From an optimization exercise on the open Yosys and OpenROAD flow, aimed at small area; shortcuts taken in it are not production practice.
At most, simulation tests tie the RTL to the original design; equivalence was not proved.
For run 2, only the layout was checked, not whether the RTL still works.
Power and IR drop assume default switching activity.

==> flow/design.v (outline; a module is shown in full before it is edited, if it fits) <==
// module mac_mult: 1068 lines
// module fa_cell: 9 lines
// module ha_cell: 8 lines
// module booth_sel: 10 lines
// module booth_sel_n: 11 lines
// module booth_sel0: 8 lines
// module FIR_filter: 71 lines
module FIR_filter #(parameter order = 10)(
	input logic clk,
	input logic reset,
	input logic x_valid,
	input logic signed [23:0] x,
	input logic [16*order - 1:0] h,
	output logic signed [39:0] y
);
  // ...
==> flow/flow/run.sh <==
#!/bin/bash
# The standard layout, with three changes to how it is made:
#  - ports are buffered with the smallest buffer (buf_1) instead of the default choice;
#  - before floorplanning, combinational cells that synthesis upsized are set back to their
#    smallest size, or size 2 for high fanout (downsize.tcl); timing repair resizes again as needed;
#  - clock tree synthesis adds no dummy load cells.
# make's full output goes to flow_make.log; each step's log is under orfs/logs/.
set -euo pipefail
here=$(pwd)
bash standard.sh \
  "BUFFER_PORTS_ARGS=-buffer_cell sky130_fd_sc_hd__buf_1" \
  "PRE_FLOORPLAN_TCL=$here/flow/downsize.tcl" \
  "CTS_ARGS=-sink_clustering_enable -repair_clock_nets -sink_clustering_size 20 -sink_clustering_max_diameter 70 -buf_list sky130_fd_sc_hd__clkbuf_8 -dont_use_dummy_load" \
  finish > "$here/flow_make.log" 2>&1
==> flow/flow/downsize.tcl <==
# Size every combinational cell that is not a buffer, delay or clock cell by its fanout: the
# smallest size of its kind (for example a22oi_2 -> a22oi_1), or size 2 when its output drives
# FANOUT_BIG or more pins. Sequential cells are left alone. The flow's timing repair resizes
# again where needed.
set FANOUT_BIG 10
set db [ord::get_db]
set n 0
foreach inst [[ord::get_db_block] getInsts] {
  set master [$inst getMaster]
  set name [$master getName]
  if { ![regexp {^sky130_fd_sc_hd__([a-z0-9]+)_([0-9]+)$} $name -> base drive] } { continue }
  if { [regexp {^(df|edf|sdf|sedf|dl|clk|buf|dly|conb|tap|fill|decap|diode|probe|lpflow)} $base] } { continue }
  set fanout 0
  foreach it [$inst getITerms] {
    if { [$it isOutputSignal] && [$it getNet] ne "NULL" } {
      set fanout [expr { $fanout + [llength [[$it getNet] getITerms]] - 1 + [llength [[$it getNet] getBTerms]] }]
    }
  }
  set best $master
  if { $fanout >= $FANOUT_BIG } {
    set cand [$db findMaster "sky130_fd_sc_hd__${base}_2"]
    if { $cand ne "NULL" } { set best $cand }
  } else {
    foreach d {0 1 2} {
      set cand [$db findMaster "sky130_fd_sc_hd__${base}_$d"]
      if { $cand ne "NULL" && [$cand getWidth] < [[set best] getWidth] } { set best $cand }
    }
  }
  if { $best ne $master } {
    replace_cell [$inst getName] [$best getName]
    incr n
  }
}
puts "downsize.tcl: resized $n instances"
==> flow/standard.sh <==
#!/bin/bash
# synth_recipe.tcl (not shown) runs the flow's synth.tcl, then flattens the netlist and writes it again
# the make line also repeats each setting of config.mk as NAME=value (left out here)
make -C /OpenROAD-flow-scripts/flow DESIGN_CONFIG=/design/flow/config.mk WORK_HOME=/design/flow/orfs CLKGATE_MAP_FILE= SYNTH_SCRIPT=/design/flow/synth_recipe.tcl "${@:-finish}"
==> flow/config.mk <==
export PLATFORM = sky130hd
export DESIGN_NAME = FIR_filter
export DESIGN_NICKNAME = FIR_filter
export VERILOG_FILES = /design/flow/design.v
export SDC_FILE = /design/flow/constraint.sdc
export NUM_CORES = 4
export LEC_CHECK = 0
export CAP_MARGIN = 0
export CORE_MARGIN = 2
export CORE_UTILIZATION = 60
export SLEW_MARGIN = 0
export SYNTH_HIERARCHICAL = 1
==> flow/constraint.sdc <==
create_clock -name core_clock -period 10.0 [get_ports {clk}]
set_input_delay 2.0000 -clock core_clock [delete_from_list [all_inputs] [get_ports {clk}]]
set_output_delay 2.0000 -clock core_clock [all_outputs]
set_load 0.01 [all_outputs]
==> results_dict.tcl, run 1 <==
set metrics [dict create \
    status "complete, no violations" \
    clock_area_frac 0.0157 \
    hold_path.class "reg -> reg" \
    pre_cts_slack_ps 469 \
    ff2ff_path_depth 26 \
    top_layer "met4" \
    layout.filler_cells 2284 \
    met3_length_um 3240 \
    io_buffers 226 \
    fmax_mhz 110 \
    worstReg2RegStart "k[2]" \
    regMostFlops "ring" \
    grt_overflow 0 \
    globalRouteMet3Util 0.0476 \
    critPathCapture "acc[26]" \
    intPower_mw 2.39 \
    max-cap-violations 0 \
    power_leader "combinational logic" \
    regArea_sq_um 6250 \
    drt_first_iter_violations 1024 \
    grtUsageTotal 0.302 \
    dr.pass1.iters 5 \
    grt_pass1_vias 13200 \
    postCtsResizedCells 0 \
    viasPerCell 6.00 \
    synth_warnings 8 \
    dieWidth_um 174 \
    r2r_slack_ps 1290 \
    largest_reg_flops 216 \
    dpl.hpwl_um 34000 \
    wl_met1_um 19300 \
    finalCritPeriodShare 0.911 \
    hold_depth 0 \
    clockBufferCount 22 \
    clk_path_buf_depth 3 \
    power_frac_clock 0.142 \
    clk_pin_slew_ps 110 \
    tns_ps 0 \
    wl_met2_um 20700 \
]
==> module FIR_filter, before the edit <==
module FIR_filter #(parameter order = 10)(
	input logic clk,
	input logic reset,
	input logic x_valid,
	input logic signed [23:0] x,
	input logic [16*order - 1:0] h,
	output logic signed [39:0] y
);
	localparam int R = order - 1;		 
	logic [23:0] ring [0:R - 1];		 
	logic [23:0] hold;			 
	logic [3:0] age;			 
	logic pend;				 
	logic ins;				 
	logic last;				 
	logic [3:0] left;			 
	logic [3:0] nvalid;			 
	logic [3:0] k;				 
	logic use_k;				 
	logic [39:0] acc;
	wire [23:0] tail = ring[R - 1];
	wire [23:0] smp_n = ~(last ? hold : tail);	 
	logic [3:0] age_n, left_n, nvalid_n, k_n;
	logic pend_n, use_n;
	always_comb begin
		if (reset) begin
			pend_n = 1'b0;
			left_n = '0;
			nvalid_n = '0;
			age_n = R - 1;
		end else if (x_valid) begin
			pend_n = 1'b1;
			left_n = order;
			nvalid_n = (nvalid == order) ? nvalid : nvalid + 4'd1;
			age_n = (age == 0) ? R : age;
		end else begin
			pend_n = pend & ~ins;
			left_n = (left != 0) ? left - 4'd1 : left;
			nvalid_n = nvalid;
			if (pend && !ins)
				age_n = (age == 1) ? R : age - 4'd1;	 
			else
				age_n = (age == 0) ? R - 1 : age - 4'd1;	 
		end
		k_n = (left_n == 1) ? 4'd0 : age_n;
		use_n = (left_n != 0) && (k_n < nvalid_n);
	end
	logic [15:0] tap;
	always_comb begin
		tap = '0;
		for (int j = 0; j < order; j++)
			if (use_k && k == j) tap = tap | h[16*j +: 16];
	end
	logic [39:0] sum;
	mac_mult u_mult (.act(left != 0), .a(tap), .bn(smp_n), .acc(acc), .p(sum));
	always_ff @(posedge clk) begin
		ring[0] <= ins ? hold : tail;
		for (int i = 1; i < R; i++) ring[i] <= ring[i - 1];
		if (x_valid) hold <= x;
		acc <= x_valid ? 40'hAAAE000000 : sum;
		k <= k_n;
		use_k <= use_n;
		pend <= pend_n;
		ins <= pend_n && age_n == R;
		last <= left_n == 1;
		left <= left_n;
		nvalid <= nvalid_n;
		age <= age_n;
	end
	assign y = acc;
endmodule
==> run 2: changes to the inputs <==
--- a/flow/design.v
+++ b/flow/design.v
@@ -849,20 +849,22 @@
 	fa_cell u_s172 (c134, s135, c171, s172, c172);
 	assign p[5] = s172;
 	wire s173, c173;
 	fa_cell u_s173 (c135, s136, c172, s173, c173);
 	assign p[6] = s173;
 	wire s174, c174;
 	fa_cell u_s174 (c136, s137, c173, s174, c174);
 	assign p[7] = s174;
-	wire g8, p8;
-	assign {g8, p8} = c137 + s138;
-	wire g9, p9;
-	assign {g9, p9} = c138 + s139;
+	wire s175, c175;
+	fa_cell u_s175 (c137, s138, c174, s175, c175);
+	assign p[8] = s175;
+	wire s176, c176;
+	fa_cell u_s176 (c138, s139, c175, s176, c176);
+	assign p[9] = s176;
 	wire g10, p10;
 	assign {g10, p10} = c139 + s140;
 	wire g11, p11;
 	assign {g11, p11} = c140 + s141;
 	wire g12, p12;
 	assign {g12, p12} = c141 + s142;
 	wire g13, p13;
 	assign {g13, p13} = c142 + s143;
@@ -913,164 +915,150 @@
 	wire g36, p36;
 	assign {g36, p36} = s166 + c165;
 	wire g37, p37;
 	assign {g37, p37} = s167 + c166;
 	wire g38, p38;
 	assign {g38, p38} = hs31 + c167;
 	wire g39, p39;
 	assign {g39, p39} = acc[39] + hc31;
-	wire G0 = g8 | (p8 & c174);
-	wire P0 = p8 & 1'b0;
-	wire G1 = g10 | (p10 & g9);
-	wire P1 = p10 & p9;
-	wire G2 = g12 | (p12 & g11);
-	wire P2 = p12 & p11;
-	wire G3 = g14 | (p14 & g13);
-	wire P3 = p14 & p13;
-	wire G4 = g16 | (p16 & g15);
-	wire P4 = p16 & p15;
-	wire G5 = g18 | (p18 & g17);
-	wire P5 = p18 & p17;
-	wire G6 = g20 | (p20 & g19);
-	wire P6 = p20 & p19;
-	wire G7 = g22 | (p22 & g21);
-	wire P7 = p22 & p21;
-	wire G8 = g24 | (p24 & g23);
-	wire P8 = p24 & p23;
-	wire G9 = g26 | (p26 & g25);
-	wire P9 = p26 & p25;
-	wire G10 = g28 | (p28 & g27);
-	wire P10 = p28 & p27;
-	wire G11 = g30 | (p30 & g29);
-	wire P11 = p30 & p29;
-	wire G12 = g32 | (p32 & g31);
-	wire P12 = p32 & p31;
-	wire G13 = g34 | (p34 & g33);
-	wire P13 = p34 & p33;
-	wire G14 = g36 | (p36 & g35);
-	wire P14 = p36 & p35;
-	wire G15 = g38 | (p38 & g37);
-	wire P15 = p38 & p37;
-	wire G16 = G1 | (P1 & G0);
-	wire P16 = P1 & P0;
-	wire G17 = G3 | (P3 & G2);
-	wire P17 = P3 & P2;
-	wire G18 = G5 | (P5 & G4);
-	wire P18 = P5 & P4;
-	wire G19 = G7 | (P7 & G6);
-	wire P19 = P7 & P6;
-	wire G20 = G9 | (P9 & G8);
-	wire P20 = P9 & P8;
-	wire G21 = G11 | (P11 & G10);
-	wire P21 = P11 & P10;
-	wire G22 = G13 | (P13 & G12);
-	wire P22 = P13 & P12;
-	wire G23 = G15 | (P15 & G14);
-	wire P23 = P15 & P14;
-	wire G24 = G17 | (P17 & G16);
-	wire P24 = P17 & P16;
-	wire G25 = G19 | (P19 & G18);
-	wire P25 = P19 & P18;
-	wire G26 = G21 | (P21 & G20);
-	wire P26 = P21 & P20;
-	wire G27 = G23 | (P23 & G22);
-	wire P27 = P23 & P22;
-	wire G28 = G25 | (P25 & G24);
-	wire P28 = P25 & P24;
-	wire G29 = G27 | (P27 & G26);
-	wire P29 = P27 & P26;
-	wire G30 = G29 | (P29 & G28);
-	wire P30 = P29 & P28;
-	wire G31 = G26 | (P26 & G28);
-	wire P31 = P26 & P28;
-	wire G32 = G18 | (P18 & G24);
-	wire P32 = P18 & P24;
-	wire G33 = G20 | (P20 & G28);
-	wire P33 = P20 & P28;
-	wire G34 = G22 | (P22 & G31);
-	wire P34 = P22 & P31;
-	wire G35 = G2 | (P2 & G16);
-	wire P35 = P2 & P16;
-	wire G36 = G4 | (P4 & G24);
-	wire P36 = P4 & P24;
-	wire G37 = G6 | (P6 & G32);
-	wire P37 = P6 & P32;
-	wire G38 = G8 | (P8 & G28);
-	wire P38 = P8 & P28;
-	wire G39 = G10 | (P10 & G33);
-	wire P39 = P10 & P33;
-	wire G40 = G12 | (P12 & G31);
-	wire P40 = P12 & P31;
-	wire G41 = G14 | (P14 & G34);
-	wire P41 = P14 & P34;
-	wire G42 = g9 | (p9 & G0);
-	wire P42 = p9 & P0;
-	wire G43 = g11 | (p11 & G16);
-	wire P43 = p11 & P16;
-	wire G44 = g13 | (p13 & G35);
-	wire P44 = p13 & P35;
-	wire G45 = g15 | (p15 & G24);
-	wire P45 = p15 & P24;
-	wire G46 = g17 | (p17 & G36);
-	wire P46 = p17 & P36;
-	wire G47 = g19 | (p19 & G32);
-	wire P47 = p19 & P32;
-	wire G48 = g21 | (p21 & G37);
-	wire P48 = p21 & P37;
-	wire G49 = g23 | (p23 & G28);
-	wire P49 = p23 & P28;
-	wire G50 = g25 | (p25 & G38);
-	wire P50 = p25 & P38;
-	wire G51 = g27 | (p27 & G33);
-	wire P51 = p27 & P33;
-	wire G52 = g29 | (p29 & G39);
-	wire P52 = p29 & P39;
-	wire G53 = g31 | (p31 & G31);
-	wire P53 = p31 & P31;
-	wire G54 = g33 | (p33 & G40);
-	wire P54 = p33 & P40;
-	wire G55 = g35 | (p35 & G34);
-	wire P55 = p35 & P34;
-	wire G56 = g37 | (p37 & G41);
-	wire P56 = p37 & P41;
-	wire G57 = g39 | (p39 & G30);
-	wire P57 = p39 & P30;
-	assign p[8] = p8 ^ c174;
-	assign p[9] = p9 ^ G0;
-	assign p[10] = p10 ^ G42;
-	assign p[11] = p11 ^ G16;
-	assign p[12] = p12 ^ G43;
-	assign p[13] = p13 ^ G35;
-	assign p[14] = p14 ^ G44;
-	assign p[15] = p15 ^ G24;
-	assign p[16] = p16 ^ G45;
-	assign p[17] = p17 ^ G36;
-	assign p[18] = p18 ^ G46;
-	assign p[19] = p19 ^ G32;
-	assign p[20] = p20 ^ G47;
-	assign p[21] = p21 ^ G37;
-	assign p[22] = p22 ^ G48;
-	assign p[23] = p23 ^ G28;
-	assign p[24] = p24 ^ G49;
-	assign p[25] = p25 ^ G38;
-	assign p[26] = p26 ^ G50;
+	wire G0 = g10 | (p10 & c176);
+	wire P0 = p10 & 1'b0;
+	wire G1 = g12 | (p12 & g11);
+	wire P1 = p12 & p11;
+	wire G2 = g14 | (p14 & g13);
+	wire P2 = p14 & p13;
+	wire G3 = g16 | (p16 & g15);
+	wire P3 = p16 & p15;
+	wire G4 = g18 | (p18 & g17);
+	wire P4 = p18 & p17;
+	wire G5 = g20 | (p20 & g19);
+	wire P5 = p20 & p19;
+	wire G6 = g22 | (p22 & g21);
+	wire P6 = p22 & p21;
+	wire G7 = g24 | (p24 & g23);
+	wire P7 = p24 & p23;
+	wire G8 = g26 | (p26 & g25);
+	wire P8 = p26 & p25;
+	wire G9 = g28 | (p28 & g27);
+	wire P9 = p28 & p27;
+	wire G10 = g30 | (p30 & g29);
+	wire P10 = p30 & p29;
+	wire G11 = g32 | (p32 & g31);
+	wire P11 = p32 & p31;
+	wire G12 = g34 | (p34 & g33);
+	wire P12 = p34 & p33;
+	wire G13 = g36 | (p36 & g35);
+	wire P13 = p36 & p35;
+	wire G14 = g38 | (p38 & g37);
+	wire P14 = p38 & p37;
+	wire G15 = G1 | (P1 & G0);
+	wire P15 = P1 & P0;
+	wire G16 = G3 | (P3 & G2);
+	wire P16 = P3 & P2;
+	wire G17 = G5 | (P5 & G4);
+	wire P17 = P5 & P4;
+	wire G18 = G7 | (P7 & G6);
+	wire P18 = P7 & P6;
+	wire G19 = G9 | (P9 & G8);
+	wire P19 = P9 & P8;
+	wire G20 = G11 | (P11 & G10);
+	wire P20 = P11 & P10;
+	wire G21 = G13 | (P13 & G12);
+	wire P21 = P13 & P12;
+	wire G22 = G16 | (P16 & G15);
+	wire P22 = P16 & P15;
+	wire G23 = G18 | (P18 & G17);
+	wire P23 = P18 & P17;
+	wire G24 = G20 | (P20 & G19);
+	wire P24 = P20 & P19;
+	wire G25 = G23 | (P23 & G22);
+	wire P25 = P23 & P22;
+	wire G26 = G24 | (P24 & G25);
+	wire P26 = P24 & P25;
+	wire G27 = G17 | (P17 & G22);
+	wire P27 = P17 & P22;
+	wire G28 = G19 | (P19 & G25);
+	wire P28 = P19 & P25;
+	wire G29 = G21 | (P21 & G26);
+	wire P29 = P21 & P26;
+	wire G30 = G2 | (P2 & G15);
+	wire P30 = P2 & P15;
+	wire G31 = G4 | (P4 & G22);
+	wire P31 = P4 & P22;
+	wire G32 = G6 | (P6 & G27);
+	wire P32 = P6 & P27;
+	wire G33 = G8 | (P8 & G25);
+	wire P33 = P8 & P25;
+	wire G34 = G10 | (P10 & G28);
+	wire P34 = P10 & P28;
+	wire G35 = G12 | (P12 & G26);
+	wire P35 = P12 & P26;
+	wire G36 = G14 | (P14 & G29);
+	wire P36 = P14 & P29;
+	wire G37 = g11 | (p11 & G0);
+	wire P37 = p11 & P0;
+	wire G38 = g13 | (p13 & G15);
+	wire P38 = p13 & P15;
+	wire G39 = g15 | (p15 & G30);
+	wire P39 = p15 & P30;
+	wire G40 = g17 | (p17 & G22);
+	wire P40 = p17 & P22;
+	wire G41 = g19 | (p19 & G31);
+	wire P41 = p19 & P31;
+	wire G42 = g21 | (p21 & G27);
+	wire P42 = p21 & P27;
+	wire G43 = g23 | (p23 & G32);
+	wire P43 = p23 & P32;
+	wire G44 = g25 | (p25 & G25);
+	wire P44 = p25 & P25;
+	wire G45 = g27 | (p27 & G33);
+	wire P45 = p27 & P33;
+	wire G46 = g29 | (p29 & G28);
+	wire P46 = p29 & P28;
+	wire G47 = g31 | (p31 & G34);
+	wire P47 = p31 & P34;
+	wire G48 = g33 | (p33 & G26);
+	wire P48 = p33 & P26;
+	wire G49 = g35 | (p35 & G35);
+	wire P49 = p35 & P35;
+	wire G50 = g37 | (p37 & G29);
+	wire P50 = p37 & P29;
+	wire G51 = g39 | (p39 & G36);
+	wire P51 = p39 & P36;
+	assign p[10] = p10 ^ c176;
+	assign p[11] = p11 ^ G0;
+	assign p[12] = p12 ^ G37;
+	assign p[13] = p13 ^ G15;
+	assign p[14] = p14 ^ G38;
+	assign p[15] = p15 ^ G30;
+	assign p[16] = p16 ^ G39;
+	assign p[17] = p17 ^ G22;
+	assign p[18] = p18 ^ G40;
+	assign p[19] = p19 ^ G31;
+	assign p[20] = p20 ^ G41;
+	assign p[21] = p21 ^ G27;
+	assign p[22] = p22 ^ G42;
+	assign p[23] = p23 ^ G32;
+	assign p[24] = p24 ^ G43;
+	assign p[25] = p25 ^ G25;
+	assign p[26] = p26 ^ G44;
 	assign p[27] = p27 ^ G33;
-	assign p[28] = p28 ^ G51;
-	assign p[29] = p29 ^ G39;
-	assign p[30] = p30 ^ G52;
-	assign p[31] = p31 ^ G31;
-	assign p[32] = p32 ^ G53;
-	assign p[33] = p33 ^ G40;
-	assign p[34] = p34 ^ G54;
-	assign p[35] = p35 ^ G34;
-	assign p[36] = p36 ^ G55;
-	assign p[37] = p37 ^ G41;
-	assign p[38] = p38 ^ G56;
-	assign p[39] = p39 ^ G30;
+	assign p[28] = p28 ^ G45;
+	assign p[29] = p29 ^ G28;
+	assign p[30] = p30 ^ G46;
+	assign p[31] = p31 ^ G34;
+	assign p[32] = p32 ^ G47;
+	assign p[33] = p33 ^ G26;
+	assign p[34] = p34 ^ G48;
+	assign p[35] = p35 ^ G35;
+	assign p[36] = p36 ^ G49;
+	assign p[37] = p37 ^ G29;
+	assign p[38] = p38 ^ G50;
+	assign p[39] = p39 ^ G36;
 endmodule
 `timescale 1ns/1ps
 module fa_cell (
 	input logic a,
 	input logic b,
 	input logic c,
 	output logic s,
 	output logic co
@@ -1109,16 +1097,39 @@
 module booth_sel0 (
 	input logic one_n,
 	input logic neg,
 	input logic b0_n,
 	output logic p
 );
 	assign p = (~one_n & ~b0_n) ^ neg;
 endmodule
+module sel_or10 (
+	input logic [9:0] sel,
+	input logic [9:0] d,
+	output logic y
+);
+	logic n0, n1, n2, n3;
+	aoi222_cell u_a0 (sel[0], d[0], sel[1], d[1], sel[2], d[2], n0);
+	aoi222_cell u_a1 (sel[3], d[3], sel[4], d[4], sel[5], d[5], n1);
+	aoi222_cell u_a2 (sel[6], d[6], sel[7], d[7], sel[8], d[8], n2);
+	assign n3 = ~(sel[9] & d[9]);
+	assign y = ~(n0 & n1 & n2 & n3);
+endmodule
+module aoi222_cell (
+	input logic a1,
+	input logic a2,
+	input logic b1,
+	input logic b2,
+	input logic c1,
+	input logic c2,
+	output logic y
+);
+	assign y = ~((a1 & a2) | (b1 & b2) | (c1 & c2));
+endmodule
 `timescale 1ns/1ps
 module FIR_filter #(parameter order = 10)(
 	input logic clk,
 	input logic reset,
 	input logic x_valid,
 	input logic signed [23:0] x,
 	input logic [16*order - 1:0] h,
 	output logic signed [39:0] y
@@ -1131,17 +1142,17 @@
 	logic ins;				 
 	logic last;				 
 	logic [3:0] left;			 
 	logic [3:0] nvalid;			 
 	logic [3:0] k;				 
 	logic use_k;				 
 	logic [39:0] acc;
 	wire [23:0] tail = ring[R - 1];
-	wire [23:0] smp_n = ~(last ? hold : tail);	 
+	wire [23:0] smp_n = last ? hold : tail;
 	logic [3:0] age_n, left_n, nvalid_n, k_n;
 	logic pend_n, use_n;
 	always_comb begin
 		if (reset) begin
 			pend_n = 1'b0;
 			left_n = '0;
 			nvalid_n = '0;
 			age_n = R - 1;
@@ -1157,28 +1168,33 @@
 			if (pend && !ins)
 				age_n = (age == 1) ? R : age - 4'd1;	 
 			else
 				age_n = (age == 0) ? R - 1 : age - 4'd1;	 
 		end
 		k_n = (left_n == 1) ? 4'd0 : age_n;
 		use_n = (left_n != 0) && (k_n < nvalid_n);
 	end
+	logic [order - 1:0] sel;		 
+	always_comb
+		for (int j = 0; j < order; j++) sel[j] = use_k && k == j;
 	logic [15:0] tap;
-	always_comb begin
-		tap = '0;
-		for (int j = 0; j < order; j++)
-			if (use_k && k == j) tap = tap | h[16*j +: 16];
+	genvar b;
+	generate
+	for (b = 0; b < 16; b++) begin : tap_mux
+		sel_or10 u_mux (.sel(sel), .d({h[144 + b], h[128 + b], h[112 + b], h[96 + b], h[80 + b],
+			h[64 + b], h[48 + b], h[32 + b], h[16 + b], h[b]}), .y(tap[b]));
 	end
+	endgenerate
 	logic [39:0] sum;
 	mac_mult u_mult (.act(left != 0), .a(tap), .bn(smp_n), .acc(acc), .p(sum));
 	always_ff @(posedge clk) begin
 		ring[0] <= ins ? hold : tail;
 		for (int i = 1; i < R; i++) ring[i] <= ring[i - 1];
-		if (x_valid) hold <= x;
+		if (x_valid) hold <= ~x;
 		acc <= x_valid ? 40'hAAAE000000 : sum;
 		k <= k_n;
 		use_k <= use_n;
 		pend <= pend_n;
 		ins <= pend_n && age_n == R;
 		last <= left_n == 1;
 		left <= left_n;
 		nvalid <= nvalid_n;
==> flow/flow/run.sh (replaced) <==
#!/bin/bash
# The standard layout, with three changes to how it is made:
#  - ports are buffered with the smallest buffer (buf_1) instead of the default choice;
#  - before floorplanning, combinational cells that synthesis upsized are set back to their
#    smallest size (downsize.tcl); the flow's timing repair upsizes again where needed;
#  - clock tree synthesis adds no dummy load cells.
# make's full output goes to flow_make.log; each step's log is under orfs/logs/.
set -euo pipefail
here=$(pwd)
bash standard.sh \
  "BUFFER_PORTS_ARGS=-buffer_cell sky130_fd_sc_hd__buf_1" \
  "PRE_FLOORPLAN_TCL=$here/flow/downsize.tcl" \
  "CTS_ARGS=-sink_clustering_enable -repair_clock_nets -sink_clustering_size 20 -sink_clustering_max_diameter 70 -buf_list sky130_fd_sc_hd__clkbuf_8 -dont_use_dummy_load" \
  finish > "$here/flow_make.log" 2>&1
==> flow/flow/downsize.tcl (replaced) <==
# Set every combinational cell that is not a buffer, delay or clock cell to the smallest
# size of its kind (for example a22oi_2 -> a22oi_1). Sequential cells are left alone.
set db [ord::get_db]
set n 0
foreach inst [[ord::get_db_block] getInsts] {
  set master [$inst getMaster]
  set name [$master getName]
  if { ![regexp {^sky130_fd_sc_hd__([a-z0-9]+)_([0-9]+)$} $name -> base drive] } { continue }
  if { [regexp {^(df|edf|sdf|sedf|dl|clk|buf|dly|conb|tap|fill|decap|diode|probe|lpflow)} $base] } { continue }
  set best $master
  foreach d {0 1 2} {
    set cand [$db findMaster "sky130_fd_sc_hd__${base}_$d"]
    if { $cand ne "NULL" && [$cand getWidth] < [[set best] getWidth] } { set best $cand }
  }
  if { $best ne $master } {
    replace_cell [$inst getName] [$best getName]
    incr n
  }
}
puts "downsize.tcl: resized $n instances"
==> flow/config.mk (replaced) <==
export PLATFORM = sky130hd
export DESIGN_NAME = FIR_filter
export DESIGN_NICKNAME = FIR_filter
export VERILOG_FILES = /design/flow/design.v
export SDC_FILE = /design/flow/constraint.sdc
export NUM_CORES = 4
export LEC_CHECK = 0
export CAP_MARGIN = 0
export CORE_MARGIN = 2
export CORE_UTILIZATION = 70
export SLEW_MARGIN = 0
export SYNTH_HIERARCHICAL = 1
==> run 2 against run 1 <==
Net effect: routed wire length rose by 4.2%; first-iteration DRC count rose by 81%; global-route usage increased by 6.4 points; core utilization up 11 points; clock skew is 56 ps lower; critical path type unchanged.
==> results_dict.tcl, run 2 <==
set metrics [dict create \
    largest_reg_flops 216 \
    layout.filler_cells 1605 \
    vdd_drop_max_mv 0.206 \
    ctsHoldBuffers 0 \
    dpl.hpwl_um 33800 \
    met3_length_um 5550 \
    hold_path.class "reg -> reg" \
    power_frac_clock 0.096 \
    io_buffers 226 \
    wl_per_cell_um 23.1 \
    final_cell_mix "276 x dfxtp_1, 225 x buf_1, 203 x xor2_1, 192 x o22ai_1, 177 x fa_1" \
    initial_core_util 0.707 \
    cts_tree "yes" \
    vias 13200 \
    cts_buffers 21 \
    dr.pass1.iters 19 \
    cp.arrival_ps 9700 \
    die_h_um 160 \
    worstSkewPairLatency_ps 590 \
    layout-drive-gt1-share 0.0920 \
    core-area_sq_um 24100 \
    syn_inst 1431 \
    report.final.setup_viol 0 \
    gp_congestion 1.09 \
    synth_warnings 8 \
    antenna_found_initial 0 \
    endpoint_kind "flip-flop" \
    finalMaxSlewViolations 0 \
    rsz0062_at_grt "no" \
    rows 57 \
    dieWidth_um 160 \
    grt_pass1_vias 13900 \
    worst_pin_slew_ps 909 \
    design.die.area_sq_um 25600 \
    clk_path_buf_depth 3 \
    required_ps 10400 \
    cts_sinks 300 \
    htreeDepth 1 \
    slowest_delay_ps 460 \
    grtUsageTotal 0.366 \
    wl_met2_um 20900 \
    antennaDiodeCount 0 \
    post-route-min-period_ps 9300 \
    synth_nets 1879 \
    leakage_nw 9.15 \
    finalCritPeriodShare 0.930 \
    grt_overflow 0 \
    skew_ps 60.8 \
    ios 227 \
    tns_ps 0 \
    status "complete, no violations" \
    reg.largest.list "ring x216, acc x40, hold x24" \
    maxSlewHeadroom 0.391 \
    postCtsResizedCells 0 \
    slowest_stage "nand4_1" \
    final_nets 2145 \
    crit_top_cell "fa_2" \
    clk_pin_slew_ps 110 \
    power_density_nw_per_um2 298 \
    drt_first_iter_violations 1855 \
    final_hold_viol_count 0 \
    sequentialPowerShare 0.276 \
    post_cts_buffers 0 \
    grt_start_max_net_pins 46 \
    grt_pass1_wl_um 73400 \
    pre_cts_slack_ps 253 \
    viasPerCell 6.53 \
    intPower_mw 3.29 \
    wl_met1_um 18300 \
    cp-start-kind "primary input" \
    critPathKind "in -> reg" \
    finalWorstSetupSlack_ps 700 \
    p_comb_frac 0.628 \
    stdcell_area_sq_um 18900 \
    worstPathMaxFanout 24 \
    final_common_cell "dfxtp_1" \
    ant_nets 0 \
    top_layer "met5" \
    wl_um 46600 \
    fmax_mhz 108 \
    p_switching_mw 2.36 \
    root_buffer "clkbuf_8" \
    regMostFlops "ring" \
    holdWs_ps 285 \
    switching_share 0.418 \
    max-cap-violations 0 \
    drc 0 \
    place_area_sq_um 18700 \
]
## run 2: power groups by stage
stage	logic (mW)	registers (mW)	clock network, mW
finish	3.55	1.56	0.543
global route	4.02	1.58	0.595
CTS	3.53	1.56	0.555
detailed placement	3.52	1.58	0
global placement	3.36	1.57	0
floorplan	2.76	1.57	0
## run 2: worst max-delay path, delay by kind of cell
family,cells,cell delay [ps]
AND/OR/NAND/NOR,2,590
adder cells (fa/ha/maj),12,4390
XOR/XNOR,2,370
AO/OA/AOI/OAI,8,1820
buffers and inverters,2,530
## run 2: worst paths after layout
kind | startpoint | end | slack [ps] | cells past startpoint
worst max-delay path | h[1] | acc[24] | 700 | 26
worst min-delay path | ring[4][13] | ring[5][13] | 290 | 0
worst max register to register | use_k | acc[24] | 1320 | 28
worst min register to register | ring[4][13] | ring[5][13] | 290 | 0
## run 2: stage by stage
stage / cells / utilization / total power, mW
2_1_floorplan: 1431 / - / 4.33
3_3_place_gp: 1998 / 0.774 / 4.93
3_5_place_dp: 1998 / 0.774 / 5.10
4_1_cts: 2019 / 0.786 / 5.65
5_1_grt: 2019 / 0.786 / 6.19
6_report: 2019 / 0.786 / 5.65
## run 2: layout make-up
class	instances	area [sq um]	area share
well taps	324	405	0.0214
clock buffers	21	289	0.0153
repair buffers	267	1160	0.0611
multi-input cells	1047	10600	0.561
flip-flops and latches	300	6250	0.330
inverters	60	225	0.0119
## run 2: per-layer routing
layer,vias to the layer above,track usage
met2,904,0.567
met1,6401,0.495
met4,2,0.136
met3,195,0.103
met5,-,0.0189
li1,5685,-

==> port drivers added, routing unchanged <==
The results above use ideal ports. As a check the final layouts listed here were re-extracted and re-timed, cells and wires unchanged. Step 1, drivers: a clkbuf_16 drives clk and a buf_2 each remaining input, both assumed. Step 2 times the ports against the registers' clock, not the clock port: input delays grow and output delays shrink by t, the midpoint of the rising clock arrivals with the driver on. a / b / c = no drivers / after step 1 / after step 2; a / b = the first two.
run | t (ns) | setup WS [ns] | hold slack, ns | worst slew at a driven data input, ns
run 1 | 0.577 | 0.888 / 0.912 / 0.336 | 0.302 / 0.302 / 0.302 | 0.11
run 2 | 0.601 | 0.700 / 0.722 / 0.122 | 0.285 / 0.285 / 0.285 | 0.06
After both steps setup and hold are still met in every run listed. The setup slack of run 2, which loses most, moves by +0.022 ns with the drivers and by -0.578 ns with both steps.
